Context: an optimization exercise on an open-source flow, tuned for small area. The choices shown serve that exercise and are no tape-out recipe. No functional check of the RTL was part of this run. Power and IR drop assume default switching activity.

File: flow/design.v
`timescale 1ns / 1ps
module uart_stopwatch(
    input clk, rst_n,
    input rx,
    output [7:0] seg_out,
    output [7:0] sel_out,
    output tx
);
    reg [4:0] bcnt;
    wire s_tick = bcnt[4] & bcnt[3] & bcnt[1] & bcnt[0];    
    always @(posedge clk, negedge rst_n)
        if (!rst_n)
            bcnt <= 5'd0;
        else
            bcnt <= s_tick ? 5'd1 : bcnt + 5'd1;
    reg [7:0] rc;
    reg [2:0] rb;      
    reg       rok;     
    wire r_idle  = ~rc[7] & ~rc[6] & rc[4];
    wire r_data  = rc[7];
    wire r_sample = r_data & s_tick & (rc[3:0] == 4'hf);
    wire fire = r_idle & rok;    
    always @(posedge clk, negedge rst_n)
        if (!rst_n)
            rc <= 8'b0001_0000;
        else if (r_idle) begin
            if (!rx)
                rc <= 8'b0111_1000;
        end else if (s_tick)
            rc <= rc + 8'd1;
    always @(posedge clk)
        if (r_sample && !rc[6] && !(rc[5] & rc[4]))
            rb <= {rx, rb[2:1]};
    always @(posedge clk, negedge rst_n)
        if (!rst_n)
            rok <= 1'b0;
        else if (r_idle)
            rok <= 1'b0;
        else if (r_sample)
            case (rc[6:4])
                3'd0: rok <= 1'b1;
                3'd3: rok <= rok & ~rx;
                3'd4: rok <= rok & (rx ^ (rb[0] & rb[1]));
                3'd6: rok <= rok & rx;
                3'd7: rok <= rok & ~rx;
                default: ;
            endcase
    wire cmd_c = fire & ( rb[0] &  rb[1] & ~rb[2]);
    wire cmd_g = fire & ( rb[0] &  rb[1] &  rb[2]);
    wire cmd_p = fire & (~rb[0] & ~rb[1] & ~rb[2]);
    wire cmd_u = fire & ( rb[0] & ~rb[1] &  rb[2]);
    wire cmd_r = fire & (~rb[0] &  rb[1] & ~rb[2]);
    reg up, go;
    reg [3:0] idx;                           
    wire lock = ~(idx[3] & idx[1]);
    always @(posedge clk, negedge rst_n)
        if (!rst_n) begin
            up <= 1'b1;
            go <= 1'b0;
            idx <= 4'd10;
        end else begin
            if (cmd_c) up <= 1'b1;
            else if (cmd_u) up <= ~up;
            if (cmd_g) go <= 1'b1;
            else if (cmd_p) go <= 1'b0;
            if (cmd_r) idx <= 4'd0;
            else if (lock) idx <= idx + 4'd1;
        end
    reg [2:0] pm;
    reg [3:0] d0, s0, m0, h0;
    reg [2:0] s1, m1;
    reg [1:0] h1;
    wire t_pm = up ? (pm == 3'd4) : (pm == 3'd0);
    wire t_d0 = up ? (d0 == 4'd9) : (d0 == 4'd0);
    wire t_s0 = up ? (s0 == 4'd9) : (s0 == 4'd0);
    wire t_s1 = up ? (s1 == 3'd5) : (s1 == 3'd0);
    wire t_m0 = up ? (m0 == 4'd9) : (m0 == 4'd0);
    wire t_m1 = up ? (m1 == 3'd5) : (m1 == 3'd0);
    wire t_h0 = up ? (h0 == 4'd9) : (h0 == 4'd0);
    wire t_h1 = up ? (h1 == 2'd2) : (h1 == 2'd0);
    wire c1 = t_pm;
    wire c2 = c1 & t_d0;
    wire c3 = c2 & t_s0;
    wire c4 = c3 & t_s1;
    wire c5 = c4 & t_m0;
    wire c6 = c5 & t_m1;
    wire c7 = c6 & t_h0;
    wire adv = go & ~(c7 & t_h1);
    always @(posedge clk, negedge rst_n)
        if (!rst_n) begin
            pm <= 0; d0 <= 0; s0 <= 0; s1 <= 0; m0 <= 0; m1 <= 0; h0 <= 0; h1 <= 0;
        end else if (cmd_c) begin
            pm <= 0; d0 <= 0; s0 <= 0; s1 <= 0; m0 <= 0; m1 <= 0; h0 <= 0; h1 <= 0;
        end else if (adv) begin
            pm <= t_pm ? (up ? 3'd0 : 3'd4) : (up ? pm + 3'd1 : pm - 3'd1);
            if (c1) d0 <= t_d0 ? (up ? 4'd0 : 4'd9) : (up ? d0 + 4'd1 : d0 - 4'd1);
            if (c2) s0 <= t_s0 ? (up ? 4'd0 : 4'd9) : (up ? s0 + 4'd1 : s0 - 4'd1);
            if (c3) s1 <= t_s1 ? (up ? 3'd0 : 3'd5) : (up ? s1 + 3'd1 : s1 - 3'd1);
            if (c4) m0 <= t_m0 ? (up ? 4'd0 : 4'd9) : (up ? m0 + 4'd1 : m0 - 4'd1);
            if (c5) m1 <= t_m1 ? (up ? 3'd0 : 3'd5) : (up ? m1 + 3'd1 : m1 - 3'd1);
            if (c6) h0 <= t_h0 ? (up ? 4'd0 : 4'd9) : (up ? h0 + 4'd1 : h0 - 4'd1);
            if (c7) h1 <= up ? h1 + 2'd1 : h1 - 2'd1;
        end
    reg [3:0] code;
    always @*
        case (idx)
            4'd0: code = {2'b00, h1};
            4'd1: code = h0;
            4'd3: code = {1'b0, m1};
            4'd4: code = m0;
            4'd6: code = {1'b0, s1};
            4'd7: code = s0;
            4'd8: code = 4'he;
            4'd9: code = d0;
            default: code = 4'ha;
        endcase
    reg [3:0] q [0:15];    
    reg [4:0] qp;          
    wire q_empty = qp[4];
    wire q_full  = ~qp[4] & (qp[3:0] == 4'hf);
    wire tx_done;
    wire do_wr = lock & ~q_full & ~(tx_done & q_empty);
    wire do_rd = tx_done & ~q_empty & ~(lock & q_full);
    wire [3:0] head = q[qp[3:0]];
    integer i;
    always @(posedge clk)
        if (do_wr) begin
            q[0] <= code;
            for (i = 1; i < 16; i = i + 1)
                q[i] <= q[i-1];
        end
    always @(posedge clk, negedge rst_n)
        if (!rst_n)
            qp <= 5'h1f;
        else if (do_wr & ~do_rd)
            qp <= qp + 5'd1;
        else if (do_rd & ~do_wr)
            qp <= qp - 5'd1;
    reg [7:0] tc;
    reg tx_reg;
    wire t_idle = ~tc[7] & ~tc[6] & tc[4];
    wire t_start = ~tc[7] & tc[6];
    wire t_stop = ~tc[7] & ~tc[4];
    assign tx_done = t_stop & s_tick & (tc[3:0] == 4'hf);
    always @(posedge clk, negedge rst_n)
        if (!rst_n)
            tc <= 8'b0001_0000;
        else if (t_idle) begin
            if (!q_empty)
                tc <= 8'b0111_0000;
        end else if (s_tick)
            tc <= tc + 8'd1;
    reg tbit;
    always @*
        case (tc[6:4])
            3'd4: tbit = ~(head[3] & head[2]);
            3'd5: tbit = 1'b1;
            3'd6, 3'd7: tbit = 1'b0;
            default: tbit = head[tc[5:4]];
        endcase
    always @(posedge clk, negedge rst_n)
        if (!rst_n)
            tx_reg <= 1'b0;
        else
            tx_reg <= tc[7] ? tbit : ~t_start;
    assign tx = tx_reg;
    reg [19:0] dcnt;
    always @(posedge clk, negedge rst_n)
        if (!rst_n)
            dcnt <= 20'd0;
        else
            dcnt <= dcnt + 20'd1;
    wire [2:0] pos = dcnt[19:17];
    assign sel_out = ~(8'b1 << pos);
    reg [3:0] hx;
    always @*
        case (pos)
            3'd0: hx = d0;
            3'd1: hx = s0;
            3'd2: hx = {1'b0, s1};
            3'd3: hx = m0;
            3'd4: hx = {1'b0, m1};
            3'd5: hx = h0;
            3'd6: hx = {2'b00, h1};
            default: hx = 4'd0;
        endcase
    wire A = hx[3], B = hx[2], C = hx[1], D = hx[0];
    wire sa = A | C | (B & D) | (~B & ~D);
    wire sb = ~B | (~C & ~D) | (C & D);
    wire sc = B | ~C | D;
    wire sd = (~B & ~D) | (~B & C) | (C & ~D) | (B & ~C & D);
    wire se = (~B & ~D) | (C & ~D);
    wire sf = A | (~C & ~D) | (B & ~C) | (B & ~D);
    wire sg = A | (~B & C) | (B & ~C) | (C & ~D);
    assign seg_out[6:0] = ~{sg, sf, se, sd, sc, sb, sa};
    assign seg_out[7] = ~(pos[0] & ~(pos[1] & pos[2]));
endmodule
File: flow/config.mk
export PLATFORM = sky130hd
export DESIGN_NAME = uart_stopwatch
export DESIGN_NICKNAME = uart_stopwatch
export VERILOG_FILES = /design/flow/design.v
export SDC_FILE = /design/flow/constraint.sdc
export NUM_CORES = 4
export LEC_CHECK = 0
export CAP_MARGIN = 20
export CORE_MARGIN = 2
export CORE_UTILIZATION = 40
export PLACE_DENSITY = 0.6
export SLEW_MARGIN = 20
File: flow/constraint.sdc
create_clock -name core_clock -period 10.0 [get_ports {clk}]
set_input_delay 2.0000 -clock core_clock [delete_from_list [all_inputs] [get_ports {clk}]]
set_output_delay 2.0000 -clock core_clock [all_outputs]
set_load 0.01 [all_outputs]
File: flow/run.sh
#!/bin/bash
# synth_recipe.tcl (not shown) runs the flow's synth.tcl, then flattens the netlist and writes it again
# the make line also repeats each setting of config.mk as NAME=value (left out here)
make -C /OpenROAD-flow-scripts/flow DESIGN_CONFIG=/design/flow/config.mk WORK_HOME=/design/flow/orfs CLKGATE_MAP_FILE= SYNTH_SCRIPT=/design/flow/synth_recipe.tcl finish
==> run summary <==
-- cell families after synthesis --
kind of cell | after synthesis | synth area share, %
and+or+nand+nor | 279 | 17.7
AOI/OAI and AO/OA | 172 | 14.4
buffers and inverters | 65 | 3.26
adders and majority gates | 28 | 5.10
DFF | 148 | 50.3
muxes | 26 | 3.50
xor gates and xnor gates | 53 | 5.76
-- through the flow --
stage | utilization (%) | instances
floorplan | - | 771
global placement | 43.1 | 1020
detailed placement | 43.1 | 1020
CTS | 46.0 | 1052
global route | 46.0 | 1052
finish | 46.0 | 1052
-- cell usage after synthesis (5+ instances only) --
master	instances	area, µm²
nor3_1	21	105
o211ai_1	8	60.1
nor4_1	6	37.5
fa_1	8	160
a21o_1	10	75.1
mux2_2	7	78.8
nand2b_1	8	50.1
and2_1	7	43.8
edfxtp_1	67	2010
xnor2_1	33	289
nor2b_1	12	75.1
or2_2	5	31.3
or3_1	6	37.5
and3_1	16	100
a22oi_1	9	67.6
o21ai_0	41	205
nand2_1	55	206
inv_1	28	105
nor2_1	67	251
buf_1	5	18.8
ha_1	20	250
a211oi_1	6	45.0
dfrtp_1	71	1780
mux2i_1	18	180
a31oi_1	18	113
clkbuf_1	27	101
dfstp_2	10	263
a21oi_1	29	145
nand3_1	40	200
nand4_1	10	62.6
xor2_1	20	175
-- power by group --
group	internal, mW	total, mW	switching (mW)
registers	0.632	0.632	0
logic	0.00103	0.00792	0.00689
clock network	0.368	0.621	0.254
-- layer usage --
metal | vias to the layer above | global-route usage (%)
li1 | 2833 | -
met1 | 2953 | 23.1
met2 | 141 | 28.2
met3 | 35 | 3.48
met4 | 0 | 6.91
met5 | - | 0
-- cell type report --
class | count | share of cell area (%)
multi-input combinational | 558 | 41.7
inverter | 28 | 1.17
sequential | 148 | 44.9
clock inverter | 12 | 1.46
timing repair buffer | 21 | 2.29
tap | 265 | 3.68
clock buffer | 20 | 4.84
-- path summary, 6_finish.rpt --
check / from / endpoint / cells after the start
worst max-delay path: dcnt[17] / seg_out[3] / 5
min in group asynchronous: rst_n / h0[0] / 1
worst min-delay path: q[4][0] / q[5][0] / 0
worst min register to register: q[4][0] / q[5][0] / 0
max in group asynchronous: rst_n / rc[0] / 1
worst max register to register: qp[3] / qp[4] / 12
-- worst max-delay path, cell delays in order (launching register included) --
cell,delay (ns)
dfrtp_1,0.69
mux4_2,0.58
mux2i_1,0.47
xor2_1,0.18
o21ai_0,0.20
clkdlybuf4s50_1,0.56
==> results.toml <==
[die]
initial_core_util_pct = 41.1
die_w_um = 146
rows = 51
design.die.area_um2 = 21300
fp.dieH_um = 146
design.core.area_um2 = 19600
io_pins = 20

[final_layout]
largest-register = "q"
drive_gt1_share_pct = 9.02
multi_input_area_um2 = 3760
syn_to_final_growth_pct = 12.0
largestRegisters = "q (64), dcnt (20)"
final_cell_mix = "dfrtp_1, nor2_1, edfxtp_1, nand2_1, o21ai_0"
final_common_cell = "dfrtp_1"
fillers = 1846
diodes = 0
regArea_um2 = 4050
final_cell_area_um2 = 9020
largest_register_ffs = 64
finalNetCount = 805

[clock_tree]
cts_setup_buffers = 0
cts_inserted_buffers = 17
holdBufCountCts = 0
clock_latency_ns = 0.42
clockBufferDepth = 2
cts_sinks = 148
clk_pin_slew_ns = 0.06
cts_resized = 0
cts.htree.levels = 4
cts_tree = "built"
root_buffer = "clkbuf_16"

[placement]
placed_cell_area_um2 = 8450
place_ws_ns = 5.35
gp_congestion = 0.839
port_buffers = 19
dp_hpwl_um = 12000

[timing]
setup_viol = 0
finalMaxSlewViolations = 0
rsz0062_at_grt = "false"
finClkSkew_ns = 0.00604
hold_viol_final = 0
layout_setup_ws_ns = 4.90
worst_pin_slew_ns = 0.862
whs_ns = 0.445
fin_crit_ns = 5.10
slew-limit-headroom_pct = 42.5
setup-tns-final_ns = 0
max_freq_mhz = 196
fin_crit_sh_pct = 51.0

[synthesis]
synthDistinctLibCells = 73
netlist_area_um2 = 8050
synth_ff_type = "dfrtp_1"
synthCells = 771
yosys_warnings = 2
ys_async_sr_fraction_pct = 54.7
synth_enable_flop_cells = 67
ys_seq_elements = 148
syn_nets = 802
synth_area_per_cell_um2 = 10.4
synth-seq-area-share_pct = 50.3

[drt]
drtAntennaViolNets = 0
wl_met1_um = 8050
wl_um = 17800
via_per_inst = 5.67
wl_met3_um = 790
drt-pass1-iter-count = 5
wl_per_cell_um = 16.9
vias = 5962
drtIter0Drc = 429
dr_wl_met2_um = 8540
drcViolationCount = 0
top_layer = "met4"

[power]
finalPower_mw = 1.26
leakagePower_nw = 3.32
p_per_area_nw_per_um2 = 140
ir_drop_mv = 0.124

[global_routing]
grt_usage_pct = 17.4
grt_pass1_wl_um = 30400
grt_max_degree = 82
antenna_found_initial = 0
grt_overflow = 0
grt_pass1_vias = 6028

[worst_setup_path]
setup.worst_path.start_class = "flop"
arrival_ns = 3.10
end_kind = "primary output"
cp_max_fo = 18
path_class = "reg -> out"
critPathRequiredTime_ns = 8.00
reg2reg_slack_ns = 6.38

[run]
drv_cap = 0

[hold_path]
hp-class = "reg -> reg"

[outcome]
status = "timing/DRC/antenna clean"

re-timing with driven ports:
The flow's constraints put no driver on any port. The routed layout listed below was extracted and timed again, unchanged, in two steps.
Step 1, drivers: a clkbuf_16 drives clk and a buf_2 each remaining input, both assumed.
Step 2 moves the port delays by t, midway between the first and last clock arrival at a register: inputs arrive t later, outputs are due t later. That takes back most of the time a late clock gives input paths.
Slacks: no drivers / after step 1 / after step 2; pairs: no drivers / after step 1.
shift t [ns]: 0.458
setup slack, ns: 4.898 / 4.857 / 5.315
clock arrival spread, ns: 0.008 / 0.008
pins driven straight from the clock port: 1
After both steps this run still meets setup and hold. The setup slack of this run moves by -0.041 ns with the drivers and by +0.417 ns with both steps.
